From an optimization exercise on the open Yosys and OpenROAD flow, aimed at small area; shortcuts taken in it are not production practice.
In this exercise RTL edits were held to simulation tests only and were not proved equivalent to the original.
Power figures rest on the tool's default switching activity, not on a simulated workload.

==> design/flow/design.v <==
module SamplePos_RAM
	(
		input wire clk_i,
		input wire rst_i,
		input wire wr_en_i,
		input wire [15:0] wr_data_i,
		input wire [7:0] addr_i,
		input wire [1:0] i_Phase,
		output wire [15:0] rd_data_o
	);
	reg [15:0] Word0;
	always @(posedge clk_i) begin
		if (rst_i)
			Word0 <= 16'h0000;
		else if (wr_en_i && addr_i == 8'd0)
			Word0 <= wr_data_i;
	end
	reg [7:0] Write_Addr;
	reg [2:0] Write_Count;
	reg [7:0] Written;
	always @(posedge clk_i) begin
		if (rst_i) begin
			Write_Count <= 3'd0;
			Written <= 8'd0;
		end
		else if (wr_en_i && addr_i != 8'd0) begin
			Write_Addr <= addr_i;
			Write_Count <= 3'd4;
			if (addr_i > Written)
				Written <= addr_i;
		end
		else if (Write_Count != 3'd0)
			Write_Count <= Write_Count - 1'b1;
	end
	wire Writing = (Write_Count != 3'd0);
	reg [3:0] Write_Nibble;
	always @* begin
		case (i_Phase)
			2'd0: Write_Nibble = wr_data_i[3:0];
			2'd1: Write_Nibble = wr_data_i[7:4];
			2'd2: Write_Nibble = wr_data_i[11:8];
			default: Write_Nibble = wr_data_i[15:12];
		endcase
	end
	wire [7:0] Next_Addr = addr_i + 1'b1;
	wire [3:0] head_terms [0:255];
	assign head_terms[0] = 4'd0;
	genvar k;
	generate for (k = 1; k < 256; k = k + 1) begin : word
		reg [3:0] Slot0, Slot1, Slot2, Slot3;
		wire Put = Writing && (Write_Addr == k);
		always @(posedge clk_i) begin
			Slot0 <= Slot1;
			Slot1 <= Slot2;
			Slot2 <= Slot3;
			Slot3 <= Put ? Write_Nibble : Slot0;
		end
		assign head_terms[k] = head_terms[k - 1] | (Slot0 & {4{addr_i == k - 1}});
	end endgenerate
	wire [3:0] Head = Writing && (Write_Addr == Next_Addr) ? Write_Nibble : head_terms[255];
	reg [15:0] Buffer0, Buffer1;
	always @(posedge clk_i) begin
		if (Next_Addr[0])
			case (i_Phase)
				2'd0: Buffer1[3:0] <= Head;
				2'd1: Buffer1[7:4] <= Head;
				2'd2: Buffer1[11:8] <= Head;
				default: Buffer1[15:12] <= Head;
			endcase
		else
			case (i_Phase)
				2'd0: Buffer0[3:0] <= Head;
				2'd1: Buffer0[7:4] <= Head;
				2'd2: Buffer0[11:8] <= Head;
				default: Buffer0[15:12] <= Head;
			endcase
	end
	reg [15:0] Init_Word;
	always @* begin
		case (addr_i)
			8'd1: Init_Word = 16'h2000;
			8'd2: Init_Word = 16'h0000;
			8'd3: Init_Word = 16'h3000;
			8'd4: Init_Word = 16'h0000;
			8'd5: Init_Word = 16'hA000;
			8'd6: Init_Word = 16'h0000;
			8'd7: Init_Word = 16'h67AE;
			8'd8: Init_Word = 16'h55C2;
			8'd9: Init_Word = 16'h4666;
			8'd10: Init_Word = 16'h2333;
			8'd11: Init_Word = 16'h9AE1;
			8'd12: Init_Word = 16'h58F5;
			8'd13: Init_Word = 16'hB28F;
			8'd14: Init_Word = 16'h451E;
			8'd15: Init_Word = 16'h8C28;
			8'd16: Init_Word = 16'hE51E;
			8'd17: Init_Word = 16'hA999;
			8'd18: Init_Word = 16'h6C28;
			8'd19: Init_Word = 16'hCE14;
			8'd20: Init_Word = 16'h13D7;
			8'd21: Init_Word = 16'h50A3;
			8'd22: Init_Word = 16'h81EB;
			8'd23: Init_Word = 16'h3EB8;
			8'd24: Init_Word = 16'h98F5;
			8'd25: Init_Word = 16'hD28F;
			8'd26: Init_Word = 16'h2F5C;
			8'd27: Init_Word = 16'hF70A;
			8'd28: Init_Word = 16'h3999;
			8'd29: Init_Word = 16'h8EB8;
			8'd30: Init_Word = 16'h10A3;
			8'd31: Init_Word = 16'hD5C2;
			8'd32: Init_Word = 16'h2C28;
			8'd33: Init_Word = 16'hB1EB;
			8'd34: Init_Word = 16'h447A;
			8'd35: Init_Word = 16'h25C2;
			8'd36: Init_Word = 16'h0999;
			8'd37: Init_Word = 16'hE0A3;
			8'd38: Init_Word = 16'hAA3D;
			8'd39: Init_Word = 16'h7F5C;
			8'd40: Init_Word = 16'h3AE1;
			8'd41: Init_Word = 16'hFB85;
			8'd42: Init_Word = 16'hB70A;
			8'd43: Init_Word = 16'h551E;
			8'd44: Init_Word = 16'hCC28;
			8'd45: Init_Word = 16'h27AE;
			8'd46: Init_Word = 16'h6147;
			8'd47: Init_Word = 16'h4AE1;
			8'd48: Init_Word = 16'hCB85;
			8'd49: Init_Word = 16'hF0A3;
			8'd50: Init_Word = 16'h50A3;
			8'd51: Init_Word = 16'h6CCC;
			8'd52: Init_Word = 16'h15C2;
			8'd53: Init_Word = 16'hAEB8;
			8'd54: Init_Word = 16'h1A3D;
			8'd55: Init_Word = 16'hA8F5;
			8'd56: Init_Word = 16'h0147;
			8'd57: Init_Word = 16'h347A;
			8'd58: Init_Word = 16'h1666;
			8'd59: Init_Word = 16'h4F5C;
			8'd60: Init_Word = 16'h428F;
			8'd61: Init_Word = 16'h27AE;
			8'd62: Init_Word = 16'h5666;
			8'd63: Init_Word = 16'h847A;
			8'd64: Init_Word = 16'hA51E;
			8'd65: Init_Word = 16'h4000;
			8'd66: Init_Word = 16'h0A3D;
			8'd67: Init_Word = 16'hF47A;
			8'd68: Init_Word = 16'h7333;
			8'd69: Init_Word = 16'h1999;
			8'd70: Init_Word = 16'hB8F5;
			8'd71: Init_Word = 16'h0147;
			8'd72: Init_Word = 16'h2000;
			8'd73: Init_Word = 16'h97AE;
			8'd74: Init_Word = 16'hCF5C;
			8'd75: Init_Word = 16'h5AE1;
			8'd76: Init_Word = 16'h65C2;
			8'd77: Init_Word = 16'h947A;
			8'd78: Init_Word = 16'h8CCC;
			8'd79: Init_Word = 16'hD28F;
			8'd80: Init_Word = 16'hC5C2;
			8'd81: Init_Word = 16'h9E14;
			8'd82: Init_Word = 16'h1B85;
			8'd83: Init_Word = 16'hB47A;
			8'd84: Init_Word = 16'hFAE1;
			8'd85: Init_Word = 16'h2851;
			8'd86: Init_Word = 16'h1D70;
			8'd87: Init_Word = 16'h4F5C;
			8'd88: Init_Word = 16'hEA3D;
			8'd89: Init_Word = 16'hB8F5;
			8'd90: Init_Word = 16'h847A;
			8'd91: Init_Word = 16'h0147;
			8'd92: Init_Word = 16'h128F;
			8'd93: Init_Word = 16'h7851;
			8'd94: Init_Word = 16'h2999;
			8'd95: Init_Word = 16'h9999;
			8'd96: Init_Word = 16'hB666;
			8'd97: Init_Word = 16'h5CCC;
			8'd98: Init_Word = 16'h8C28;
			8'd99: Init_Word = 16'hCEB8;
			8'd100: Init_Word = 16'h3666;
			8'd101: Init_Word = 16'h3666;
			8'd102: Init_Word = 16'h7E14;
			8'd103: Init_Word = 16'hE3D7;
			8'd104: Init_Word = 16'hC851;
			8'd105: Init_Word = 16'hB47A;
			8'd106: Init_Word = 16'hBB85;
			8'd107: Init_Word = 16'hD147;
			8'd108: Init_Word = 16'hCCCC;
			8'd109: Init_Word = 16'h1F5C;
			8'd110: Init_Word = 16'h951E;
			8'd111: Init_Word = 16'h95C2;
			8'd112: Init_Word = 16'h851E;
			8'd113: Init_Word = 16'hB0A3;
			8'd114: Init_Word = 16'hA666;
			8'd115: Init_Word = 16'h0AE1;
			8'd116: Init_Word = 16'hC666;
			8'd117: Init_Word = 16'h347A;
			8'd118: Init_Word = 16'hB47A;
			8'd119: Init_Word = 16'h8851;
			8'd120: Init_Word = 16'h2666;
			8'd121: Init_Word = 16'hAE14;
			8'd122: Init_Word = 16'h7AE1;
			8'd123: Init_Word = 16'h28F5;
			8'd124: Init_Word = 16'h6EB8;
			8'd125: Init_Word = 16'h7333;
			8'd126: Init_Word = 16'h95C2;
			8'd127: Init_Word = 16'hE147;
			8'd128: Init_Word = 16'h71EB;
			8'd129: Init_Word = 16'hC333;
			8'd130: Init_Word = 16'hC666;
			8'd131: Init_Word = 16'hFE14;
			8'd132: Init_Word = 16'h7000;
			8'd133: Init_Word = 16'h4A3D;
			8'd134: Init_Word = 16'hE51E;
			8'd135: Init_Word = 16'hEC28;
			8'd136: Init_Word = 16'h53D7;
			8'd137: Init_Word = 16'hA7AE;
			8'd138: Init_Word = 16'h047A;
			8'd139: Init_Word = 16'hF147;
			8'd140: Init_Word = 16'h151E;
			8'd141: Init_Word = 16'h2E14;
			8'd142: Init_Word = 16'hE8F5;
			8'd143: Init_Word = 16'h528F;
			8'd144: Init_Word = 16'h71EB;
			8'd145: Init_Word = 16'h30A3;
			8'd146: Init_Word = 16'hFAE1;
			8'd147: Init_Word = 16'hBC28;
			8'd148: Init_Word = 16'h8666;
			8'd149: Init_Word = 16'hB5C2;
			8'd150: Init_Word = 16'hE7AE;
			8'd151: Init_Word = 16'hF1EB;
			8'd152: Init_Word = 16'hF851;
			8'd153: Init_Word = 16'h1851;
			8'd154: Init_Word = 16'hE7AE;
			8'd155: Init_Word = 16'hD8F5;
			8'd156: Init_Word = 16'h1EB8;
			8'd157: Init_Word = 16'h6000;
			8'd158: Init_Word = 16'hB5C2;
			8'd159: Init_Word = 16'hE70A;
			8'd160: Init_Word = 16'h0C28;
			8'd161: Init_Word = 16'h4CCC;
			8'd162: Init_Word = 16'hA5C2;
			8'd163: Init_Word = 16'h8AE1;
			8'd164: Init_Word = 16'h2C28;
			8'd165: Init_Word = 16'h1333;
			8'd166: Init_Word = 16'h1EB8;
			8'd167: Init_Word = 16'hE3D7;
			8'd168: Init_Word = 16'hD0A3;
			8'd169: Init_Word = 16'hB851;
			8'd170: Init_Word = 16'h61EB;
			8'd171: Init_Word = 16'h5AE1;
			8'd172: Init_Word = 16'h4EB8;
			8'd173: Init_Word = 16'hFD70;
			8'd174: Init_Word = 16'h9000;
			8'd175: Init_Word = 16'hDA3D;
			8'd176: Init_Word = 16'h63D7;
			8'd177: Init_Word = 16'h3AE1;
			8'd178: Init_Word = 16'h751E;
			8'd179: Init_Word = 16'h8E14;
			8'd180: Init_Word = 16'h6999;
			8'd181: Init_Word = 16'hA1EB;
			8'd182: Init_Word = 16'h9C28;
			8'd183: Init_Word = 16'hC1EB;
			8'd184: Init_Word = 16'hE000;
			8'd185: Init_Word = 16'h00A3;
			8'd186: Init_Word = 16'h0A3D;
			8'd187: Init_Word = 16'hCD70;
			8'd188: Init_Word = 16'hA28F;
			8'd189: Init_Word = 16'h5000;
			8'd190: Init_Word = 16'hFA3D;
			8'd191: Init_Word = 16'hFCCC;
			8'd192: Init_Word = 16'hC147;
			8'd193: Init_Word = 16'hE333;
			8'd194: Init_Word = 16'hD70A;
			8'd195: Init_Word = 16'hF999;
			8'd196: Init_Word = 16'h15C2;
			8'd197: Init_Word = 16'hB999;
			8'd198: Init_Word = 16'h3E14;
			8'd199: Init_Word = 16'h9F5C;
			8'd200: Init_Word = 16'hB851;
			8'd201: Init_Word = 16'h728F;
			8'd202: Init_Word = 16'h670A;
			8'd203: Init_Word = 16'h70A3;
			8'd204: Init_Word = 16'hD28F;
			8'd205: Init_Word = 16'hF7AE;
			8'd206: Init_Word = 16'h128F;
			8'd207: Init_Word = 16'hCE14;
			8'd208: Init_Word = 16'h0C28;
			8'd209: Init_Word = 16'hD999;
			8'd210: Init_Word = 16'hE5C2;
			8'd211: Init_Word = 16'h247A;
			8'd212: Init_Word = 16'h7EB8;
			8'd213: Init_Word = 16'h147A;
			8'd214: Init_Word = 16'hC5C2;
			8'd215: Init_Word = 16'h9147;
			8'd216: Init_Word = 16'h0999;
			8'd217: Init_Word = 16'h970A;
			8'd218: Init_Word = 16'hBEB8;
			8'd219: Init_Word = 16'hC70A;
			8'd220: Init_Word = 16'h4333;
			8'd221: Init_Word = 16'hB999;
			8'd222: Init_Word = 16'hCD70;
			8'd223: Init_Word = 16'hD147;
			8'd224: Init_Word = 16'hD51E;
			8'd225: Init_Word = 16'hB999;
			8'd226: Init_Word = 16'hDB85;
			8'd227: Init_Word = 16'h98F5;
			8'd228: Init_Word = 16'hCCCC;
			8'd229: Init_Word = 16'h5AE1;
			8'd230: Init_Word = 16'hEA3D;
			8'd231: Init_Word = 16'hA851;
			8'd232: Init_Word = 16'h628F;
			8'd233: Init_Word = 16'h0A3D;
			8'd234: Init_Word = 16'h370A;
			8'd235: Init_Word = 16'hA47A;
			8'd236: Init_Word = 16'hF28F;
			8'd237: Init_Word = 16'h48F5;
			8'd238: Init_Word = 16'h151E;
			8'd239: Init_Word = 16'hC0A3;
			8'd240: Init_Word = 16'h53D7;
			8'd241: Init_Word = 16'h4EB8;
			8'd242: Init_Word = 16'hD51E;
			8'd243: Init_Word = 16'hE000;
			8'd244: Init_Word = 16'h4AE1;
			8'd245: Init_Word = 16'hD8F5;
			8'd246: Init_Word = 16'hD000;
			8'd247: Init_Word = 16'hB333;
			8'd248: Init_Word = 16'h751E;
			8'd249: Init_Word = 16'h90A3;
			8'd250: Init_Word = 16'hEA3D;
			8'd251: Init_Word = 16'hD28F;
			8'd252: Init_Word = 16'h9333;
			8'd253: Init_Word = 16'h0F5C;
			8'd254: Init_Word = 16'h07AE;
			8'd255: Init_Word = 16'h851E;
			default: Init_Word = 16'h0000;
		endcase
	end
	assign rd_data_o = (addr_i == 8'd0) ? Word0 : (addr_i <= Written) ? (addr_i[0] ? Buffer1 : Buffer0) : Init_Word;
endmodule
module Sine_LUT
	(
		input wire [10:0] rd_addr_i,
		output wire [15:0] rd_data_o
	);
	wire [9:0] idx = rd_addr_i[9] ? (10'd0 - rd_addr_i[9:0]) : rd_addr_i[9:0];
	reg [14:0] mag;
	always @* begin
		case (idx)
			10'd0: mag = 15'd0;
			10'd1: mag = 15'd101;
			10'd2: mag = 15'd201;
			10'd3: mag = 15'd302;
			10'd4: mag = 15'd402;
			10'd5: mag = 15'd503;
			10'd6: mag = 15'd603;
			10'd7: mag = 15'd704;
			10'd8: mag = 15'd804;
			10'd9: mag = 15'd905;
			10'd10: mag = 15'd1005;
			10'd11: mag = 15'd1106;
			10'd12: mag = 15'd1206;
			10'd13: mag = 15'd1307;
			10'd14: mag = 15'd1407;
			10'd15: mag = 15'd1507;
			10'd16: mag = 15'd1608;
			10'd17: mag = 15'd1708;
			10'd18: mag = 15'd1809;
			10'd19: mag = 15'd1909;
			10'd20: mag = 15'd2009;
			10'd21: mag = 15'd2110;
			10'd22: mag = 15'd2210;
			10'd23: mag = 15'd2310;
			10'd24: mag = 15'd2410;
			10'd25: mag = 15'd2511;
			10'd26: mag = 15'd2611;
			10'd27: mag = 15'd2711;
			10'd28: mag = 15'd2811;
			10'd29: mag = 15'd2911;
			10'd30: mag = 15'd3012;
			10'd31: mag = 15'd3112;
			10'd32: mag = 15'd3212;
			10'd33: mag = 15'd3312;
			10'd34: mag = 15'd3412;
			10'd35: mag = 15'd3512;
			10'd36: mag = 15'd3612;
			10'd37: mag = 15'd3712;
			10'd38: mag = 15'd3811;
			10'd39: mag = 15'd3911;
			10'd40: mag = 15'd4011;
			10'd41: mag = 15'd4111;
			10'd42: mag = 15'd4210;
			10'd43: mag = 15'd4310;
			10'd44: mag = 15'd4410;
			10'd45: mag = 15'd4509;
			10'd46: mag = 15'd4609;
			10'd47: mag = 15'd4708;
			10'd48: mag = 15'd4808;
			10'd49: mag = 15'd4907;
			10'd50: mag = 15'd5007;
			10'd51: mag = 15'd5106;
			10'd52: mag = 15'd5205;
			10'd53: mag = 15'd5305;
			10'd54: mag = 15'd5404;
			10'd55: mag = 15'd5503;
			10'd56: mag = 15'd5602;
			10'd57: mag = 15'd5701;
			10'd58: mag = 15'd5800;
			10'd59: mag = 15'd5899;
			10'd60: mag = 15'd5998;
			10'd61: mag = 15'd6096;
			10'd62: mag = 15'd6195;
			10'd63: mag = 15'd6294;
			10'd64: mag = 15'd6393;
			10'd65: mag = 15'd6491;
			10'd66: mag = 15'd6590;
			10'd67: mag = 15'd6688;
			10'd68: mag = 15'd6786;
			10'd69: mag = 15'd6885;
			10'd70: mag = 15'd6983;
			10'd71: mag = 15'd7081;
			10'd72: mag = 15'd7179;
			10'd73: mag = 15'd7277;
			10'd74: mag = 15'd7375;
			10'd75: mag = 15'd7473;
			10'd76: mag = 15'd7571;
			10'd77: mag = 15'd7669;
			10'd78: mag = 15'd7767;
			10'd79: mag = 15'd7864;
			10'd80: mag = 15'd7962;
			10'd81: mag = 15'd8059;
			10'd82: mag = 15'd8157;
			10'd83: mag = 15'd8254;
			10'd84: mag = 15'd8351;
			10'd85: mag = 15'd8448;
			10'd86: mag = 15'd8545;
			10'd87: mag = 15'd8642;
			10'd88: mag = 15'd8739;
			10'd89: mag = 15'd8836;
			10'd90: mag = 15'd8933;
			10'd91: mag = 15'd9030;
			10'd92: mag = 15'd9126;
			10'd93: mag = 15'd9223;
			10'd94: mag = 15'd9319;
			10'd95: mag = 15'd9416;
			10'd96: mag = 15'd9512;
			10'd97: mag = 15'd9608;
			10'd98: mag = 15'd9704;
			10'd99: mag = 15'd9800;
			10'd100: mag = 15'd9896;
			10'd101: mag = 15'd9992;
			10'd102: mag = 15'd10087;
			10'd103: mag = 15'd10183;
			10'd104: mag = 15'd10278;
			10'd105: mag = 15'd10374;
			10'd106: mag = 15'd10469;
			10'd107: mag = 15'd10564;
			10'd108: mag = 15'd10659;
			10'd109: mag = 15'd10754;
			10'd110: mag = 15'd10849;
			10'd111: mag = 15'd10944;
			10'd112: mag = 15'd11039;
			10'd113: mag = 15'd11133;
			10'd114: mag = 15'd11228;
			10'd115: mag = 15'd11322;
			10'd116: mag = 15'd11417;
			10'd117: mag = 15'd11511;
			10'd118: mag = 15'd11605;
			10'd119: mag = 15'd11699;
			10'd120: mag = 15'd11793;
			10'd121: mag = 15'd11886;
			10'd122: mag = 15'd11980;
			10'd123: mag = 15'd12074;
			10'd124: mag = 15'd12167;
			10'd125: mag = 15'd12260;
			10'd126: mag = 15'd12353;
			10'd127: mag = 15'd12446;
			10'd128: mag = 15'd12539;
			10'd129: mag = 15'd12632;
			10'd130: mag = 15'd12725;
			10'd131: mag = 15'd12817;
			10'd132: mag = 15'd12910;
			10'd133: mag = 15'd13002;
			10'd134: mag = 15'd13094;
			10'd135: mag = 15'd13187;
			10'd136: mag = 15'd13279;
			10'd137: mag = 15'd13370;
			10'd138: mag = 15'd13462;
			10'd139: mag = 15'd13554;
			10'd140: mag = 15'd13645;
			10'd141: mag = 15'd13736;
			10'd142: mag = 15'd13828;
			10'd143: mag = 15'd13919;
			10'd144: mag = 15'd14010;
			10'd145: mag = 15'd14101;
			10'd146: mag = 15'd14191;
			10'd147: mag = 15'd14282;
			10'd148: mag = 15'd14372;
			10'd149: mag = 15'd14462;
			10'd150: mag = 15'd14553;
			10'd151: mag = 15'd14643;
			10'd152: mag = 15'd14732;
			10'd153: mag = 15'd14822;
			10'd154: mag = 15'd14912;
			10'd155: mag = 15'd15001;
			10'd156: mag = 15'd15090;
			10'd157: mag = 15'd15180;
			10'd158: mag = 15'd15269;
			10'd159: mag = 15'd15358;
			10'd160: mag = 15'd15446;
			10'd161: mag = 15'd15535;
			10'd162: mag = 15'd15623;
			10'd163: mag = 15'd15712;
			10'd164: mag = 15'd15800;
			10'd165: mag = 15'd15888;
			10'd166: mag = 15'd15976;
			10'd167: mag = 15'd16063;
			10'd168: mag = 15'd16151;
			10'd169: mag = 15'd16238;
			10'd170: mag = 15'd16325;
			10'd171: mag = 15'd16413;
			10'd172: mag = 15'd16499;
			10'd173: mag = 15'd16586;
			10'd174: mag = 15'd16673;
			10'd175: mag = 15'd16759;
			10'd176: mag = 15'd16846;
			10'd177: mag = 15'd16932;
			10'd178: mag = 15'd17018;
			10'd179: mag = 15'd17104;
			10'd180: mag = 15'd17189;
			10'd181: mag = 15'd17275;
			10'd182: mag = 15'd17360;
			10'd183: mag = 15'd17445;
			10'd184: mag = 15'd17530;
			10'd185: mag = 15'd17615;
			10'd186: mag = 15'd17700;
			10'd187: mag = 15'd17784;
			10'd188: mag = 15'd17869;
			10'd189: mag = 15'd17953;
			10'd190: mag = 15'd18037;
			10'd191: mag = 15'd18121;
			10'd192: mag = 15'd18204;
			10'd193: mag = 15'd18288;
			10'd194: mag = 15'd18371;
			10'd195: mag = 15'd18454;
			10'd196: mag = 15'd18537;
			10'd197: mag = 15'd18620;
			10'd198: mag = 15'd18703;
			10'd199: mag = 15'd18785;
			10'd200: mag = 15'd18868;
			10'd201: mag = 15'd18950;
			10'd202: mag = 15'd19032;
			10'd203: mag = 15'd19113;
			10'd204: mag = 15'd19195;
			10'd205: mag = 15'd19276;
			10'd206: mag = 15'd19357;
			10'd207: mag = 15'd19438;
			10'd208: mag = 15'd19519;
			10'd209: mag = 15'd19600;
			10'd210: mag = 15'd19680;
			10'd211: mag = 15'd19761;
			10'd212: mag = 15'd19841;
			10'd213: mag = 15'd19921;
			10'd214: mag = 15'd20000;
			10'd215: mag = 15'd20080;
			10'd216: mag = 15'd20159;
			10'd217: mag = 15'd20238;
			10'd218: mag = 15'd20317;
			10'd219: mag = 15'd20396;
			10'd220: mag = 15'd20475;
			10'd221: mag = 15'd20553;
			10'd222: mag = 15'd20631;
			10'd223: mag = 15'd20709;
			10'd224: mag = 15'd20787;
			10'd225: mag = 15'd20865;
			10'd226: mag = 15'd20942;
			10'd227: mag = 15'd21019;
			10'd228: mag = 15'd21096;
			10'd229: mag = 15'd21173;
			10'd230: mag = 15'd21250;
			10'd231: mag = 15'd21326;
			10'd232: mag = 15'd21403;
			10'd233: mag = 15'd21479;
			10'd234: mag = 15'd21554;
			10'd235: mag = 15'd21630;
			10'd236: mag = 15'd21705;
			10'd237: mag = 15'd21781;
			10'd238: mag = 15'd21856;
			10'd239: mag = 15'd21930;
			10'd240: mag = 15'd22005;
			10'd241: mag = 15'd22079;
			10'd242: mag = 15'd22154;
			10'd243: mag = 15'd22227;
			10'd244: mag = 15'd22301;
			10'd245: mag = 15'd22375;
			10'd246: mag = 15'd22448;
			10'd247: mag = 15'd22521;
			10'd248: mag = 15'd22594;
			10'd249: mag = 15'd22667;
			10'd250: mag = 15'd22739;
			10'd251: mag = 15'd22812;
			10'd252: mag = 15'd22884;
			10'd253: mag = 15'd22956;
			10'd254: mag = 15'd23027;
			10'd255: mag = 15'd23099;
			10'd256: mag = 15'd23170;
			10'd257: mag = 15'd23241;
			10'd258: mag = 15'd23311;
			10'd259: mag = 15'd23382;
			10'd260: mag = 15'd23452;
			10'd261: mag = 15'd23522;
			10'd262: mag = 15'd23592;
			10'd263: mag = 15'd23662;
			10'd264: mag = 15'd23731;
			10'd265: mag = 15'd23801;
			10'd266: mag = 15'd23870;
			10'd267: mag = 15'd23938;
			10'd268: mag = 15'd24007;
			10'd269: mag = 15'd24075;
			10'd270: mag = 15'd24143;
			10'd271: mag = 15'd24211;
			10'd272: mag = 15'd24279;
			10'd273: mag = 15'd24346;
			10'd274: mag = 15'd24413;
			10'd275: mag = 15'd24480;
			10'd276: mag = 15'd24547;
			10'd277: mag = 15'd24613;
			10'd278: mag = 15'd24680;
			10'd279: mag = 15'd24746;
			10'd280: mag = 15'd24811;
			10'd281: mag = 15'd24877;
			10'd282: mag = 15'd24942;
			10'd283: mag = 15'd25007;
			10'd284: mag = 15'd25072;
			10'd285: mag = 15'd25137;
			10'd286: mag = 15'd25201;
			10'd287: mag = 15'd25265;
			10'd288: mag = 15'd25329;
			10'd289: mag = 15'd25393;
			10'd290: mag = 15'd25456;
			10'd291: mag = 15'd25519;
			10'd292: mag = 15'd25582;
			10'd293: mag = 15'd25645;
			10'd294: mag = 15'd25708;
			10'd295: mag = 15'd25770;
			10'd296: mag = 15'd25832;
			10'd297: mag = 15'd25893;
			10'd298: mag = 15'd25955;
			10'd299: mag = 15'd26016;
			10'd300: mag = 15'd26077;
			10'd301: mag = 15'd26138;
			10'd302: mag = 15'd26198;
			10'd303: mag = 15'd26259;
			10'd304: mag = 15'd26319;
			10'd305: mag = 15'd26378;
			10'd306: mag = 15'd26438;
			10'd307: mag = 15'd26497;
			10'd308: mag = 15'd26556;
			10'd309: mag = 15'd26615;
			10'd310: mag = 15'd26674;
			10'd311: mag = 15'd26732;
			10'd312: mag = 15'd26790;
			10'd313: mag = 15'd26848;
			10'd314: mag = 15'd26905;
			10'd315: mag = 15'd26962;
			10'd316: mag = 15'd27019;
			10'd317: mag = 15'd27076;
			10'd318: mag = 15'd27133;
			10'd319: mag = 15'd27189;
			10'd320: mag = 15'd27245;
			10'd321: mag = 15'd27300;
			10'd322: mag = 15'd27356;
			10'd323: mag = 15'd27411;
			10'd324: mag = 15'd27466;
			10'd325: mag = 15'd27521;
			10'd326: mag = 15'd27575;
			10'd327: mag = 15'd27629;
			10'd328: mag = 15'd27683;
			10'd329: mag = 15'd27737;
			10'd330: mag = 15'd27790;
			10'd331: mag = 15'd27843;
			10'd332: mag = 15'd27896;
			10'd333: mag = 15'd27949;
			10'd334: mag = 15'd28001;
			10'd335: mag = 15'd28053;
			10'd336: mag = 15'd28105;
			10'd337: mag = 15'd28157;
			10'd338: mag = 15'd28208;
			10'd339: mag = 15'd28259;
			10'd340: mag = 15'd28310;
			10'd341: mag = 15'd28360;
			10'd342: mag = 15'd28411;
			10'd343: mag = 15'd28460;
			10'd344: mag = 15'd28510;
			10'd345: mag = 15'd28560;
			10'd346: mag = 15'd28609;
			10'd347: mag = 15'd28658;
			10'd348: mag = 15'd28706;
			10'd349: mag = 15'd28755;
			10'd350: mag = 15'd28803;
			10'd351: mag = 15'd28850;
			10'd352: mag = 15'd28898;
			10'd353: mag = 15'd28945;
			10'd354: mag = 15'd28992;
			10'd355: mag = 15'd29039;
			10'd356: mag = 15'd29085;
			10'd357: mag = 15'd29131;
			10'd358: mag = 15'd29177;
			10'd359: mag = 15'd29223;
			10'd360: mag = 15'd29268;
			10'd361: mag = 15'd29313;
			10'd362: mag = 15'd29358;
			10'd363: mag = 15'd29403;
			10'd364: mag = 15'd29447;
			10'd365: mag = 15'd29491;
			10'd366: mag = 15'd29534;
			10'd367: mag = 15'd29578;
			10'd368: mag = 15'd29621;
			10'd369: mag = 15'd29664;
			10'd370: mag = 15'd29706;
			10'd371: mag = 15'd29749;
			10'd372: mag = 15'd29791;
			10'd373: mag = 15'd29832;
			10'd374: mag = 15'd29874;
			10'd375: mag = 15'd29915;
			10'd376: mag = 15'd29956;
			10'd377: mag = 15'd29997;
			10'd378: mag = 15'd30037;
			10'd379: mag = 15'd30077;
			10'd380: mag = 15'd30117;
			10'd381: mag = 15'd30156;
			10'd382: mag = 15'd30195;
			10'd383: mag = 15'd30234;
			10'd384: mag = 15'd30273;
			10'd385: mag = 15'd30311;
			10'd386: mag = 15'd30349;
			10'd387: mag = 15'd30387;
			10'd388: mag = 15'd30424;
			10'd389: mag = 15'd30462;
			10'd390: mag = 15'd30498;
			10'd391: mag = 15'd30535;
			10'd392: mag = 15'd30571;
			10'd393: mag = 15'd30607;
			10'd394: mag = 15'd30643;
			10'd395: mag = 15'd30679;
			10'd396: mag = 15'd30714;
			10'd397: mag = 15'd30749;
			10'd398: mag = 15'd30783;
			10'd399: mag = 15'd30818;
			10'd400: mag = 15'd30852;
			10'd401: mag = 15'd30885;
			10'd402: mag = 15'd30919;
			10'd403: mag = 15'd30952;
			10'd404: mag = 15'd30985;
			10'd405: mag = 15'd31017;
			10'd406: mag = 15'd31050;
			10'd407: mag = 15'd31082;
			10'd408: mag = 15'd31113;
			10'd409: mag = 15'd31145;
			10'd410: mag = 15'd31176;
			10'd411: mag = 15'd31206;
			10'd412: mag = 15'd31237;
			10'd413: mag = 15'd31267;
			10'd414: mag = 15'd31297;
			10'd415: mag = 15'd31327;
			10'd416: mag = 15'd31356;
			10'd417: mag = 15'd31385;
			10'd418: mag = 15'd31414;
			10'd419: mag = 15'd31442;
			10'd420: mag = 15'd31470;
			10'd421: mag = 15'd31498;
			10'd422: mag = 15'd31526;
			10'd423: mag = 15'd31553;
			10'd424: mag = 15'd31580;
			10'd425: mag = 15'd31607;
			10'd426: mag = 15'd31633;
			10'd427: mag = 15'd31659;
			10'd428: mag = 15'd31685;
			10'd429: mag = 15'd31710;
			10'd430: mag = 15'd31736;
			10'd431: mag = 15'd31760;
			10'd432: mag = 15'd31785;
			10'd433: mag = 15'd31809;
			10'd434: mag = 15'd31833;
			10'd435: mag = 15'd31857;
			10'd436: mag = 15'd31880;
			10'd437: mag = 15'd31903;
			10'd438: mag = 15'd31926;
			10'd439: mag = 15'd31949;
			10'd440: mag = 15'd31971;
			10'd441: mag = 15'd31993;
			10'd442: mag = 15'd32014;
			10'd443: mag = 15'd32036;
			10'd444: mag = 15'd32057;
			10'd445: mag = 15'd32077;
			10'd446: mag = 15'd32098;
			10'd447: mag = 15'd32118;
			10'd448: mag = 15'd32137;
			10'd449: mag = 15'd32157;
			10'd450: mag = 15'd32176;
			10'd451: mag = 15'd32195;
			10'd452: mag = 15'd32213;
			10'd453: mag = 15'd32232;
			10'd454: mag = 15'd32250;
			10'd455: mag = 15'd32267;
			10'd456: mag = 15'd32285;
			10'd457: mag = 15'd32302;
			10'd458: mag = 15'd32318;
			10'd459: mag = 15'd32335;
			10'd460: mag = 15'd32351;
			10'd461: mag = 15'd32367;
			10'd462: mag = 15'd32382;
			10'd463: mag = 15'd32397;
			10'd464: mag = 15'd32412;
			10'd465: mag = 15'd32427;
			10'd466: mag = 15'd32441;
			10'd467: mag = 15'd32455;
			10'd468: mag = 15'd32469;
			10'd469: mag = 15'd32482;
			10'd470: mag = 15'd32495;
			10'd471: mag = 15'd32508;
			10'd472: mag = 15'd32521;
			10'd473: mag = 15'd32533;
			10'd474: mag = 15'd32545;
			10'd475: mag = 15'd32556;
			10'd476: mag = 15'd32567;
			10'd477: mag = 15'd32578;
			10'd478: mag = 15'd32589;
			10'd479: mag = 15'd32599;
			10'd480: mag = 15'd32609;
			10'd481: mag = 15'd32619;
			10'd482: mag = 15'd32628;
			10'd483: mag = 15'd32637;
			10'd484: mag = 15'd32646;
			10'd485: mag = 15'd32655;
			10'd486: mag = 15'd32663;
			10'd487: mag = 15'd32671;
			10'd488: mag = 15'd32678;
			10'd489: mag = 15'd32685;
			10'd490: mag = 15'd32692;
			10'd491: mag = 15'd32699;
			10'd492: mag = 15'd32705;
			10'd493: mag = 15'd32711;
			10'd494: mag = 15'd32717;
			10'd495: mag = 15'd32722;
			10'd496: mag = 15'd32728;
			10'd497: mag = 15'd32732;
			10'd498: mag = 15'd32737;
			10'd499: mag = 15'd32741;
			10'd500: mag = 15'd32745;
			10'd501: mag = 15'd32748;
			10'd502: mag = 15'd32752;
			10'd503: mag = 15'd32755;
			10'd504: mag = 15'd32757;
			10'd505: mag = 15'd32759;
			10'd506: mag = 15'd32761;
			10'd507: mag = 15'd32763;
			10'd508: mag = 15'd32765;
			10'd509: mag = 15'd32766;
			10'd510: mag = 15'd32766;
			10'd511: mag = 15'd32767;
			10'd512: mag = 15'd32767;
			default: mag = 15'd0;
		endcase
	end
	assign rd_data_o = rd_addr_i[10] ? -{1'b0, mag} : {1'b0, mag};
endmodule
module Sample_Position
	(
		input wire i_Reset,
		input wire i_Clock,
		input wire [15:0] i_Frequency,
		input wire [15:0] i_Freq_Offset,				 
		input wire [7:0] i_Harmonic,
		input wire [1:0] i_Phase,						 
		output wire o_Sample_Ready,			 
		input wire i_Next_Sample,						 
		output wire [15:0] o_Sample_Value,
		output reg o_Freq_Too_High
	);
	localparam [2:0] sm_init = 3'd0;
	localparam [2:0] sm_sample_pos = 3'd1;
	localparam [2:0] sm_sine_lut = 3'd2;
	localparam [2:0] sm_offset = 3'd3;
	localparam [2:0] sm_waiting = 3'd4;
	reg [2:0] SM_Sample_Position;
	wire [15:0] Sample_Pos_Read;
	reg [15:0] Sample_Position;
	SamplePos_RAM sp_ram (
		.clk_i(i_Clock),
		.rst_i(i_Reset),
		.wr_en_i(SM_Sample_Position == sm_sine_lut),
		.wr_data_i(Sample_Position),
		.addr_i(i_Harmonic),
		.i_Phase(i_Phase),
		.rd_data_o(Sample_Pos_Read)
	);
	Sine_LUT sin_lut (
		.rd_addr_i(Sample_Position[15:5]),
		.rd_data_o(o_Sample_Value)
	);
	assign o_Sample_Ready = (SM_Sample_Position == sm_offset) || (SM_Sample_Position == sm_waiting);
	reg [15:0] Accumulated_Frequency;
	reg [15:0] Accumulated_Freq_Offset;
	reg Offset_Up;						 
	always @(posedge i_Clock) begin
		if (i_Reset) begin
			Sample_Position <= 1'b0;
			o_Freq_Too_High <= 1'b0;
			Accumulated_Frequency <= 1'b0;
			Accumulated_Freq_Offset <= 1'b0;
			SM_Sample_Position <= sm_init;
		end
		else begin
			case (SM_Sample_Position)
				sm_init:
					begin
						Accumulated_Frequency <= i_Frequency;
						Accumulated_Freq_Offset <= 1'b0;
						o_Freq_Too_High <= 1'b0;
						SM_Sample_Position <= sm_sample_pos;
					end
				sm_sample_pos:
					begin
						Sample_Position <= Sample_Pos_Read + Accumulated_Frequency;
						SM_Sample_Position <= sm_sine_lut;
					end
				sm_sine_lut:
					begin
						SM_Sample_Position <= sm_offset;
						Accumulated_Frequency <= Accumulated_Frequency + i_Frequency;
					end
				sm_offset:
					SM_Sample_Position <= sm_waiting;
				default:	 
					begin
						if (Accumulated_Frequency > 20000)
							o_Freq_Too_High <= 1'b1;
						if (i_Next_Sample) begin
							Accumulated_Frequency <= Offset_Up ? Accumulated_Frequency + Accumulated_Freq_Offset : Accumulated_Frequency - Accumulated_Freq_Offset;
							Accumulated_Freq_Offset <= Accumulated_Freq_Offset + i_Freq_Offset;
							SM_Sample_Position <= (i_Harmonic == 1'b0) ? sm_init : sm_sample_pos;
						end
					end
			endcase
		end
	end
	always @(posedge i_Clock)
		if (SM_Sample_Position == sm_offset)
			Offset_Up <= i_Harmonic[0];
endmodule
module Adder
	#(parameter DIVISOR_BITS = 11)
	(
		input wire i_Clock, i_Reset, i_Start, i_Clear_Accumulator, i_Last_Harmonic, i_Channel,
		input wire [DIVISOR_BITS - 1:0] i_Multiple,
		input wire signed [15:0] i_Sample,
		output reg [21:0] o_Accumulator0,
		output reg [21:0] o_Accumulator1
	);
	wire [DIVISOR_BITS - 1:0] Multiple = i_Last_Harmonic ? {i_Multiple[DIVISOR_BITS - 1], i_Multiple[DIVISOR_BITS - 1:1]} : i_Multiple;
	wire signed [27:0] Working_Total = i_Sample * $signed({1'b0, Multiple});
	wire [21:0] Scaled = {{DIVISOR_BITS - 6{Working_Total[27]}}, Working_Total[27:DIVISOR_BITS]};	 
	wire [21:0] Sum = (i_Channel ? o_Accumulator1 : o_Accumulator0) + Scaled;
	always @(posedge i_Clock) begin
		if (i_Reset || i_Clear_Accumulator) begin
			o_Accumulator0 <= 1'b0;
			o_Accumulator1 <= 1'b0;
		end
		else if (i_Start) begin
			if (i_Channel)
				o_Accumulator1 <= Sum;
			else
				o_Accumulator0 <= Sum;
		end
	end
endmodule
module Scale_Mult
	#(parameter DIV_BIT = 11)
	(
		input i_Clock,
		input wire i_Reset,
		input wire i_Start,
		input wire i_Restart,
		input wire [DIV_BIT - 1:0] i_Scale,
		input wire [DIV_BIT - 1:0] i_Initial,
		output reg [DIV_BIT - 1:0] o_Mult
	);
	always @(posedge i_Clock) begin
		if (i_Reset)
			o_Mult <= 1'b0;
		else if (i_Restart)
			o_Mult <= i_Initial;
		else if (i_Start) begin
			if (o_Mult >= i_Scale)
				o_Mult <= o_Mult - i_Scale;
			else
				o_Mult <= 1'b0;
		end
	end
endmodule
module Ring_Mod
	#(parameter SAMPLE_OFFSET = 20'sh7FFF)
	(
		input wire i_Clock,
		input wire i_Reset,
		input wire i_Load,
		input wire i_Ring,
		input wire [15:0] i_Value,
		input wire signed [19:0] i_Sample1,
		input wire signed [19:0] i_Sample2,
		output reg [15:0] o_Result
	);
	function [15:0] limit;
		input signed [19:0] x;
		limit = x > SAMPLE_OFFSET ? SAMPLE_OFFSET[15:0] : x < -SAMPLE_OFFSET ? -SAMPLE_OFFSET[15:0] : x[15:0];
	endfunction
	reg signed [15:0] Sample1_Scaled;		 
	reg signed [16:0] Calc_High;			 
	reg [4:0] Step;
	reg Busy;
	wire Last_Step = (Step == 5'd15);
	wire signed [16:0] Addend = o_Result[0] ? (Last_Step ? -Sample1_Scaled : Sample1_Scaled) : 17'sd0;	 
	wire signed [16:0] Partial = Calc_High + Addend;
	wire signed [19:0] Calc_Scaled = {{1{Calc_High[13]}}, Calc_High[13:0], o_Result[15:11]};	 
	always @(posedge i_Clock) begin
		if (i_Reset) begin
			o_Result <= 1'b0;
			Busy <= 1'b0;
		end
		else if (i_Load) begin
			if (i_Ring) begin
				Sample1_Scaled <= limit(i_Sample1);
				o_Result <= limit(i_Sample2);
				Calc_High <= 1'b0;
				Step <= 1'b0;
				Busy <= 1'b1;
			end
			else
				o_Result <= i_Value;
		end
		else if (Busy) begin
			if (Step == 5'd16) begin
				o_Result <= limit(Calc_Scaled);
				Busy <= 1'b0;
			end
			else begin
				Calc_High <= Partial >>> 1;
				o_Result <= {Partial[0], o_Result[15:1]};
				Step <= Step + 1'b1;
			end
		end
	end
endmodule
module DAC_I2S
	(
		input wire i_Clock,
		input wire i_Reset,
		input wire [15:0] i_Data_Odd,
		input wire [15:0] i_Data_Even,
		output reg o_LR_Clock,
		output wire o_Bit_Clock,
		output reg o_Data,
		output wire o_Frame_End,
		output wire [1:0] o_Phase
	);
	reg [3:0] Clock_Counter;
	reg [5:0] Bit_Counter;
	reg [15:0] Send_Odd;
	assign o_Bit_Clock = Clock_Counter[3];
	assign o_Phase = Clock_Counter[1:0];
	assign o_Frame_End = (Clock_Counter == 4'd15) && (Bit_Counter == 6'd63);
	always @(posedge i_Clock) begin
		if (i_Reset) begin
			Clock_Counter <= 1'b0;
			Bit_Counter <= 1'b0;
			o_LR_Clock <= 1'b0;					 
			Send_Odd <= 1'b0;
			o_Data <= 1'b0;
		end
		else begin
			Clock_Counter <= Clock_Counter + 1'b1;
			if (Clock_Counter == 4'd15) begin
				Bit_Counter <= Bit_Counter + 1'b1;
				if (Bit_Counter == 6'd30 || Bit_Counter == 6'd62)
					o_LR_Clock <= ~o_LR_Clock;
				if (Bit_Counter == 6'd63)
					Send_Odd <= i_Data_Odd;
			end
			case (Bit_Counter[5:4])
				2'd0: o_Data <= Send_Odd[~Bit_Counter[3:0]];
				2'd2: o_Data <= i_Data_Even[~Bit_Counter[3:0]];
				default: o_Data <= 1'b0;
			endcase
		end
	end
endmodule
module Sample_Output
	#(parameter SAMPLE_LIMIT = 20'sd20000)
	(
		input wire i_Clock,
		input wire i_Reset,
		input wire i_Start,
		input wire [21:0] i_Sample_L,
		input wire [21:0] i_Sample_R,
		input wire i_Mix,
		input wire i_Ring_Mod,
		output wire o_I2S_LR_Clock,
		output wire o_I2S_Bit_Clock,
		output wire o_I2S_Data,
		output wire o_Frame_End,
		output wire [1:0] o_Phase
	);
	function [15:0] limit;
		input signed [19:0] x;
		limit = x < -SAMPLE_LIMIT ? -SAMPLE_LIMIT : x > SAMPLE_LIMIT ? SAMPLE_LIMIT : x[15:0];
	endfunction
	wire signed [19:0] Sample_L = i_Sample_L[21:2];
	wire signed [19:0] Sample_R = i_Sample_R[21:2];
	wire signed [19:0] Sample_Mix = Sample_L + Sample_R;
	reg [15:0] Output_Odd;
	wire [15:0] Output_Even;
	always @(posedge i_Clock) begin
		if (i_Reset)
			Output_Odd <= 1'b0;
		else if (i_Start)
			Output_Odd <= limit(i_Mix ? Sample_Mix : Sample_L);
	end
	Ring_Mod rm(.i_Clock(i_Clock), .i_Reset(i_Reset), .i_Load(i_Start), .i_Ring(i_Ring_Mod), .i_Value(limit(Sample_R)),
		.i_Sample1(Sample_L), .i_Sample2(Sample_R), .o_Result(Output_Even));
	DAC_I2S dac2(.i_Clock(i_Clock), .i_Reset(i_Reset), .i_Data_Odd(Output_Odd), .i_Data_Even(Output_Even),
		.o_LR_Clock(o_I2S_LR_Clock), .o_Bit_Clock(o_I2S_Bit_Clock), .o_Data(o_I2S_Data), .o_Frame_End(o_Frame_End), .o_Phase(o_Phase));
endmodule
module ADC_SPI_In
	(
		input wire i_Reset,
		input wire i_Clock,
		input wire i_SPI_CS,
		input wire i_SPI_Clock,
		input wire i_SPI_Data,
		output reg [83:0] o_Bits,
		output reg o_Data_Received
	);
	localparam sm_waiting = 1'b0;
	localparam sm_receiving = 1'b1;
	reg SM_ADC_In;
	reg [6:0] Receive_Pos;				 
	reg Clock_State;
	reg Clock_Stable;
	reg CS_State;
	reg CS_Stable;
	reg Data_State;
	reg [1:0] Count_Stable;				 
	always @(posedge i_Clock) begin
		if (i_Reset) begin
			CS_Stable <= 1'b1;
			Clock_State <= 1'b0;
			Clock_Stable <= 1'b0;
			CS_State <= 1'b0;
			Data_State <= 1'b0;
			Count_Stable <= 1'b0;
		end
		else begin
			Clock_State <= i_SPI_Clock;
			Data_State <= i_SPI_Data;
			CS_State <= i_SPI_CS;
			if (i_SPI_Clock == Clock_State && i_SPI_Data == Data_State && i_SPI_CS == CS_State) begin
				if (Count_Stable != 2'd3)
					Count_Stable <= Count_Stable + 1'b1;
				if (Count_Stable == 2'd2) begin
					CS_Stable <= i_SPI_CS;
					Clock_Stable <= i_SPI_Clock;
				end
			end
			else begin
				Count_Stable <= 1'b0;
			end
		end
	end
	reg Clock_Stable_Last;
	always @(posedge i_Clock) begin
		if (i_Reset)
			Clock_Stable_Last <= 1'b0;
		else
			Clock_Stable_Last <= Clock_Stable;
	end
	wire Bit_In = !CS_Stable && Clock_Stable && !Clock_Stable_Last;
	wire [2:0] Word = Receive_Pos[6:4];
	wire [3:0] Bit = Receive_Pos[3:0];
	wire Used = (Word == 3'd0 || Word == 3'd5) || (Word == 3'd6 ? Bit >= 4'd8 : Bit >= 4'd5);
	always @(posedge i_Clock) begin
		if (i_Reset) begin
			SM_ADC_In <= sm_waiting;
			Receive_Pos <= 1'b0;
			o_Data_Received <= 1'b0;
		end
		else if (CS_Stable) begin
			SM_ADC_In <= sm_waiting;
		end
		else if (Bit_In) begin
			if (SM_ADC_In == sm_waiting) begin
				SM_ADC_In <= sm_receiving;
				Receive_Pos <= 7'd1;
				o_Data_Received <= 1'b0;
			end
			else begin
				Receive_Pos <= Receive_Pos + 1'b1;
				if (Receive_Pos == 7'd111) begin		 
					o_Data_Received <= 1'b1;
					SM_ADC_In <= sm_waiting;
				end
			end
		end
	end
	always @(posedge i_Clock)
		if (Bit_In && (SM_ADC_In == sm_waiting || Used))
			o_Bits <= {o_Bits[82:0], Data_State};
endmodule
module addatone
	(
		input wire i_Clock,
		input wire reset_n,
		output reg test,
		input wire i_ADC_Data,
		input wire i_ADC_Clock,
		input wire i_ADC_CS,
		input wire i_Mix,
		input wire i_Ring_Mod,
		output wire o_DAC_Data,
		output wire o_DAC_Bit_Clock,
		output wire o_DAC_LR_Clock
	);
	wire Reset;
	assign Reset = ~reset_n;
	wire Main_Clock;
	assign Main_Clock = i_Clock;
	localparam sm_init = 3'd0;
	localparam sm_adder_mult = 3'd1;
	localparam sm_check_mute = 3'd2;
	localparam sm_adder_start = 3'd3;
	localparam sm_adder_wait = 3'd4;
	localparam sm_next_harmonic = 3'd5;
	localparam sm_calc_done = 3'd6;
	localparam sm_ready_to_send = 3'd7;
	reg [2:0] SM_Top;
	reg [5:0] Sample_Timer_High;
	wire [1:0] Phase;									 
	wire Frame_End;										 
	wire Timer_Done = Frame_End && (Sample_Timer_High == 6'd0);
	reg [7:0] Harmonic;							 
	reg [7:0] Harmonic_Count;							 
	reg DAC_Send;										 
	wire Next_Sample = (SM_Top == sm_adder_mult) || (SM_Top == sm_calc_done) || DAC_Send;
	wire signed [15:0] Sample_Value;
	reg [15:0] Frequency;
	reg [15:0] Freq_Scale;
	wire Sample_Ready, Freq_Too_High;
	Sample_Position sample_position(
		.i_Reset(Reset),
		.i_Clock(Main_Clock),
		.i_Frequency(Frequency),
		.i_Freq_Offset(Freq_Scale),
		.i_Harmonic(Harmonic),
		.i_Phase(Phase),
		.o_Sample_Ready(Sample_Ready),
		.i_Next_Sample(Next_Sample),
		.o_Sample_Value(Sample_Value),
		.o_Freq_Too_High(Freq_Too_High)
	);
	wire [83:0] ADC_Bits;
	wire ADC_Data_Received;
	ADC_SPI_In adc (
		.i_Reset(Reset),
		.i_Clock(Main_Clock),
		.i_SPI_CS(i_ADC_CS),
		.i_SPI_Clock(i_ADC_Clock),
		.i_SPI_Data(i_ADC_Data),
		.o_Bits(ADC_Bits),
		.o_Data_Received(ADC_Data_Received)
	);
	parameter DIV_BIT = 11;
	reg [DIV_BIT - 1:0] Harmonic_Scale[1:0];			 
	reg [DIV_BIT - 1:0] Scale_Initial[1:0];
	wire [DIV_BIT - 1:0] Adder_Mult[1:0];
	wire [21:0] Adder_Total[1:0];
	wire Adder_Start = (SM_Top == sm_adder_start) && Sample_Ready;
	wire Last_Harmonic = (Harmonic == Harmonic_Count - 1);
	Adder #(.DIVISOR_BITS(DIV_BIT)) adder (
		.i_Clock(Main_Clock),
		.i_Reset(Reset),
		.i_Start(Adder_Start),
		.i_Clear_Accumulator(DAC_Send),			 
		.i_Last_Harmonic(Last_Harmonic),
		.i_Channel(Harmonic[0]),
		.i_Multiple(Adder_Mult[Harmonic[0]]),
		.i_Sample(Sample_Value),
		.o_Accumulator0(Adder_Total[0]),
		.o_Accumulator1(Adder_Total[1])
	);
	genvar s;
	for (s = 0; s < 2; s = s + 1) begin:genscaler
		Scale_Mult #(.DIV_BIT(DIV_BIT)) scaler (
			.i_Clock(Main_Clock),
			.i_Reset(Reset),
			.i_Start((SM_Top == sm_check_mute) && (Harmonic[0] == s)),
			.i_Restart(DAC_Send),
			.i_Scale(Harmonic_Scale[s]),
			.i_Initial(Scale_Initial[s]),
			.o_Mult(Adder_Mult[s])
		);
	end
	Sample_Output sample_output (
		.i_Clock(Main_Clock),
		.i_Reset(Reset),
		.i_Start(DAC_Send),
		.i_Sample_L(Adder_Total[0]),
		.i_Sample_R(Adder_Total[1]),
		.i_Mix(i_Mix),
		.i_Ring_Mod(i_Ring_Mod),
		.o_I2S_LR_Clock(o_DAC_LR_Clock),
		.o_I2S_Bit_Clock(o_DAC_Bit_Clock),
		.o_I2S_Data(o_DAC_Data),
		.o_Frame_End(Frame_End),
		.o_Phase(Phase)
	);
	reg ADC_Data_Received_Last;
	always @(posedge Main_Clock) begin
		if (Reset)
			ADC_Data_Received_Last <= 1'b0;
		else
			ADC_Data_Received_Last <= ADC_Data_Received;
	end
	always @(posedge Main_Clock) begin
		if (Reset) begin
			Frequency <= 16'd90;
			Harmonic_Scale[0] <= 1'b0;
			Scale_Initial[0] <= 1'b0;
			Harmonic_Scale[1] <= 1'b0;
			Scale_Initial[1] <= 1'b0;
			Freq_Scale <= 16'd0;
			Harmonic_Count <= 1'b0;
		end
		else if (ADC_Data_Received && !ADC_Data_Received_Last) begin
			Frequency <= ADC_Bits[83:68];
			Harmonic_Scale[0] <= ADC_Bits[67:57];			 
			Scale_Initial[0] <= ADC_Bits[56:46];			 
			Harmonic_Scale[1] <= ADC_Bits[45:35];			 
			Scale_Initial[1] <= ADC_Bits[34:24];			 
			Freq_Scale <= ADC_Bits[23:8];					 
			Harmonic_Count <= ADC_Bits[7:0];				 
		end
	end
	always @(posedge Main_Clock) begin
		if (Reset) begin
			Sample_Timer_High <= 1'b0;
			DAC_Send <= 1'b0;
			Harmonic <= 8'b0;
			test <= 1'b0;
			SM_Top <= sm_init;
		end
		else begin
			if (Frame_End)
				Sample_Timer_High <= Sample_Timer_High + 1'b1;
			case (SM_Top)
				sm_init:
					begin
						DAC_Send <= 1'b0;
						SM_Top <= sm_adder_start;
					end
				sm_adder_mult:
					SM_Top <= sm_check_mute;
				sm_check_mute:
					SM_Top <= sm_adder_start;
				sm_adder_start:
					begin
						if (Sample_Ready)
							SM_Top <= sm_adder_wait;
					end
				sm_adder_wait:
					begin
						test <= 1'b0;
						SM_Top <= sm_next_harmonic;
					end
				sm_next_harmonic:
					begin
						Harmonic <= Harmonic + 2'b1;						 
						SM_Top <= (Harmonic >= Harmonic_Count || Freq_Too_High) ? sm_calc_done : sm_adder_mult;
					end
				sm_calc_done:
					SM_Top <= sm_ready_to_send;
				sm_ready_to_send:
					if (Timer_Done) begin
						test <= 1'b1;
						DAC_Send <= 1'b1;
						Sample_Timer_High <= 1'b0;
						Harmonic <= 8'b0;
						SM_Top <= sm_init;
					end
			endcase
		end
	end
endmodule
==> design/flow/run.sh <==
#!/bin/bash
# synth_recipe.tcl (not shown) runs the flow's synth.tcl, then flattens the netlist and writes it again
# the make line also repeats each setting of config.mk as NAME=value (left out here)
make -C /OpenROAD-flow-scripts/flow DESIGN_CONFIG=/design/flow/config.mk WORK_HOME=/design/flow/orfs CLKGATE_MAP_FILE= SYNTH_SCRIPT=/design/flow/synth_recipe.tcl finish
==> design/flow/config.mk <==
export PLATFORM = sky130hd
export DESIGN_NAME = addatone
export DESIGN_NICKNAME = addatone
export VERILOG_FILES = /design/flow/design.v
export SDC_FILE = /design/flow/constraint.sdc
export NUM_CORES = 4
export LEC_CHECK = 0
export CAP_MARGIN = 20
export CORE_MARGIN = 2
export CORE_UTILIZATION = 35
export PLACE_DENSITY = 0.5
export SLEW_MARGIN = 20
export SYNTH_MEMORY_MAX_BITS = 65536
==> design/flow/constraint.sdc <==
create_clock -name core_clock -period 20.0 [get_ports {i_Clock}]
set_input_delay 4.0000 -clock core_clock [delete_from_list [all_inputs] [get_ports {i_Clock}]]
set_output_delay 4.0000 -clock core_clock [all_outputs]
set_load 0.01 [all_outputs]
==> flow_summary_export.csv <==
group,metric,value,unit
status,status,"finished clean",
worst_setup_path,slowest_delay,0.83,ns
global_route,antenna_found_initial,56,
synth,synth_top_cell_by_area,"dfxtp_1",
placed_design,numPortBuffers,10,
timing,final-hold-violation-count,0,
routing,detail_route.iter0.violations,13783,
synth,yosys_warnings,14,
worst_setup_path,rr_endpoint,"adder.o_Accumulator0[21]",
timing,rsz0062_at_grt,"no",
timing,setup_viol_count_final,0,
worst_setup_path,startpoint_of_the_worst_slack_reg_to_reg_timing_path,"sample_position.Sample_Position[5]",
worst_setup_path,worst_path_slowest_cell,"xor2_1",
clock_network,numClockSinks,4585,
placed_design,placed_cells,19105,
worst_hold_path,hp-class,"flip-flop to flip-flop",
clock_network,cts_tree,"done",
timing,minimum_hold_slack,0.261,ns
finish,fin_nets,14286,
routing,routed_wire_length_per_instance,29.4,microns
synth,post-synth-top-count-cell,"dfxtp_1",
worst_setup_path,cp-start-kind,"flip-flop",
synth,syn_nets,14302,
job,maxCapViolCount,0,
clock_network,cts_max_path_buffers,4,
routing,detail_route.vias_per_cell,5.49,
routing,drc,0,
timing,fmax,69.8,MHz
clock_network,post_cts_setup_buffer_count,0,
clock_network,cts.reportedPaths.clkPinSlew,0.06,ns
timing,total_negative_slack_for_setup_checks,0,ns
synth,netlist_area,151000,sq um
worst_setup_path,cp_max_fo,39,
pwr,design_power,18.9,mW
synth,synth_ff_type,"dfxtp_1",
worst_hold_path,worst_hold_path.num_cells,0,
routing,route.vias.total,109309,
placed_design,place.detailed.hpwl,402,mm
timing,timing.slew.headroom,10.6,%
routing,final_antenna_net_count,0,
global_route,global_route_wire_length_before_repair,808,mm
worst_setup_path,critical_path.most_common_cell,"fa_1",
pwr,power.static_leakage,65.4,nW
global_route,grt_max_degree,99,
timing,fin_skew,0.114,ns
global_route,grt.total_usage,26.0,%
worst_hold_path,hp-start,"sample_position.sp_ram.word[188].Slot3[3]",
finish,layoutNonFillerInstCount,19924,
routing,postRouteWirelength,587,mm
worst_setup_path,worst_ep_arrival_time,15.18,ns
timing,final_min_period_over_clock_period,71.7,%
worst_setup_path,worst_r2r_path_depth,47,
clock_network,cts.htree.levels,5,
synth,number_of_unique_standard_cell_types_used_by_synthesis,106,
placed_design,gp_routability_congestion,0.998,
synth,ys_seq_area_share,61.9,%
clock_network,postCtsHoldBufs,0,
floorplanning,design.die.area,437000,sq um
synth,synth_enable_flop_cells,162,
timing,tightestPinTransition,1.34,ns
pwr,power-per-cell-area,109,nW/um^2
worst_setup_path,timing.critical_path.to_type,"flip-flop",
global_route,via_count_of_the_first_global_routing_pass,101272,
worst_setup_path,reg_to_reg_setup_timing_slack,5.67,ns
synth,post-synth-top-area-fraction,58.7,%
pwr,power.ir.vdd_worst,82.8,uV
synth,synth_top_cells_by_count,"dfxtp_1 (4423), nand2_1 (1632), o21ai_0 (1005), nor2_1 (761), a21oi_1 (614)",
global_route,grt_overflow,0,
synth,yosys_register_bits,4585,
floorplanning,initial_core_util,35.1,%
timing,slew_viol_final,0,
finish,syn_to_final_growth,14.7,%
synth,synth-async-reset-ratio,0,%
clock_network,cts_root_buf,"clkbuf_16",
clock_network,post_cts_resize_count,0,
worst_setup_path,crit_required,20.85,ns
floorplanning,die_w,661,microns
synth,synthTopCellsByArea,"dfxtp_1 (59%), nand2_1 (4.1%), mux2_2 (3.7%)",
floorplanning,fp-row-count,241,
floorplanning,die-height,661,microns
worst_hold_path,min_delay_worst_endpoint,"sample_position.sp_ram.word[188].Slot2[3]",
floorplanning,num_io_pins,11,
timing,layout_min_cycle_time,14.33,ns
routing,drt_pass1_iterations,10,
synth,post_synth_inst_count,13854,
finish,drive_gt1_share,12.3,%
clock_network,clk_latency,1.05,ns
synth,synth.avg_cell_area,10.9,sq um
floorplanning,placeableCoreArea,430000,sq um
clock_network,tritoncts.num_buffers,438,
worst_setup_path,critical_path_class,"flip-flop to flip-flop",
==> layout make-up <==
cell class                 count  area (sq um)
fill                       41623        257000
sequential                  4585         93400
multi-input combinational   8074         53500
clock buffer                 643         12800
tap                         5710          7140
timing repair buffer         358          2770
clock inverter               156          2030
inverter                     381          1440
antenna                       17          42.5
==> cell usage in the layout (no fill, tap or decap), drive strengths merged, types with 252 or more instances in the layout <==
cell type / Yosys / final
a21oi: 616 / 616
a22oi: 291 / 291
buf: 212 / 347
clkbuf: 602 / 645
dfxtp: 4423 / 4423
ha: 273 / 273
inv: 377 / 391
mux2: 496 / 496
nand2: 1632 / 1632
nand3: 252 / 252
nor2: 762 / 762
o21ai: 1026 / 1026
==> through the flow <==
| stage | setup WS [ns] | util [%] | area (sq um) |
|---|---|---|---|
| after global placement | 5.82 | 36.8 | 158000 |
| final | 5.67 | 40.2 | 173000 |
| after floorplan | 7.46 | - | 151000 |
| after global routing | 4.78 | 40.2 | 173000 |
| after detailed placement | 5.83 | 36.8 | 158000 |
| after CTS | 5.80 | 40.2 | 173000 |
==> worst max-delay path by stage <==
stage	from	endpoint	slack [ns]	cells past startpoint
2_1_floorplan	sample_position.Sample_Position[5]	adder.o_Accumulator0[21]	7.46	53
3_3_place_gp	sample_position.Sample_Position[5]	adder.o_Accumulator1[21]	5.82	49
3_5_place_dp	sample_position.Sample_Position[5]	adder.o_Accumulator1[21]	5.83	48
4_1_cts	sample_position.Sample_Position[5]	adder.o_Accumulator1[21]	5.80	48
5_1_grt	sample_position.Sample_Position[5]	adder.o_Accumulator1[21]	4.78	51
6_report	sample_position.Sample_Position[5]	adder.o_Accumulator0[21]	5.67	47
==> worst max-delay path: cells and delay by family, from the launching register on <==
| family | cells | cell delay (ns) |
|---|---|---|
| flops | 1 | 0.65 |
| fa+ha+maj | 10 | 4.23 |
| xor+xnor | 1 | 0.83 |
| compound gates | 12 | 3.67 |
| simple gates | 15 | 2.97 |
| buf+inv | 8 | 1.65 |
| mux | 1 | 0.15 |
==> power breakdown <==
part	leakage [nW]	switching, mW	internal (mW)
combinational	21.0	0.915	0.293
sequential	37.0	0.0417	9.24
clock	7.30	3.60	4.85
total	65.4	4.56	14.4
==> logic make-up (layout without fill, tap and decap cells) <==
| group | Yosys count | after routing | synth area share (%) |
|---|---|---|---|
| AOI/OAI and AO/OA | 3335 | 3335 | 14.4 |
| and+or+nand+nor | 3473 | 3473 | 10.2 |
| buffers and inverters | 1195 | 1538 | 3.11 |
| other | 0 | 17 | 0 |
| muxes | 616 | 616 | 4.69 |
| adders and majority gates | 441 | 441 | 4.49 |
| DFF | 4585 | 4585 | 61.9 |
| xor gates and xnor gates | 209 | 209 | 1.21 |
==> routing by layer <==
layer | vias to the layer above | GRT usage (%) | wire length (microns)
met4 | 12 | 12.5 | 33900
met3 | 1402 | 5.67 | 52100
met1 | 53666 | 35.5 | 253000
met2 | 5557 | 38.8 | 248000
li1 | 48672 | - | -
met5 | - | 0 | 75
==> flip-flops by register name, summed over array words and instances (netlist names), 16 cells and up <==
| register | cells |
|---|---|
| sample_output.Output_Odd | 16 |
| Freq_Scale | 16 |
| Harmonic_Scale | 22 |
| adder.o_Accumulator1 | 22 |
| genscaler.scaler.o_Mult | 22 |
| sample_position.sp_ram.word.Slot1 | 1020 |
| Frequency | 16 |
| sample_position.Accumulated_Freq_Offset | 16 |
| adder.o_Accumulator0 | 22 |
| sample_output.rm.Calc_High | 16 |
| sample_output.rm.o_Result | 16 |
| sample_position.Accumulated_Frequency | 16 |
| Scale_Initial | 22 |
| sample_position.sp_ram.Word0 | 16 |
| sample_output.dac2.Send_Odd | 16 |
| sample_position.sp_ram.Init_Word | 16 |
| sample_output.rm.Sample1_Scaled | 16 |
| sample_position.sp_ram.Buffer1 | 16 |
| sample_position.Sample_Position | 16 |
| sample_position.sp_ram.Buffer0 | 16 |
| sample_position.sp_ram.word.Slot0 | 1020 |
| sample_position.sp_ram.word.Slot2 | 1020 |
| sample_position.sp_ram.word.Slot3 | 1020 |
| adc.o_Bits | 84 |

## what the ideal ports hide
The flow's constraints put no driver on any port. The routed layout listed below was extracted and timed again, unchanged, in two steps. Step 1 assumes that a clkbuf_16 drives the clock port and a buf_2 every other input. Step 2, shift: input delay + t, output delay - t, t = (earliest + latest rising clock arrival at the registers) / 2. This alone moves slack from input paths to output paths. a / b / c = ideal / step 1 / step 2; a / b = the first two.
t (ns): 1.118
setup slack, ns: 5.669 / 5.669 / 5.669
worst slew at a driven data input, ns: 0.04
cell pins on the clock port's net: 1
After both steps setup and hold are still met in this run. For this run, drivers alone change the setup slack by 0.000 ns; drivers and shift together by 0.000 ns.
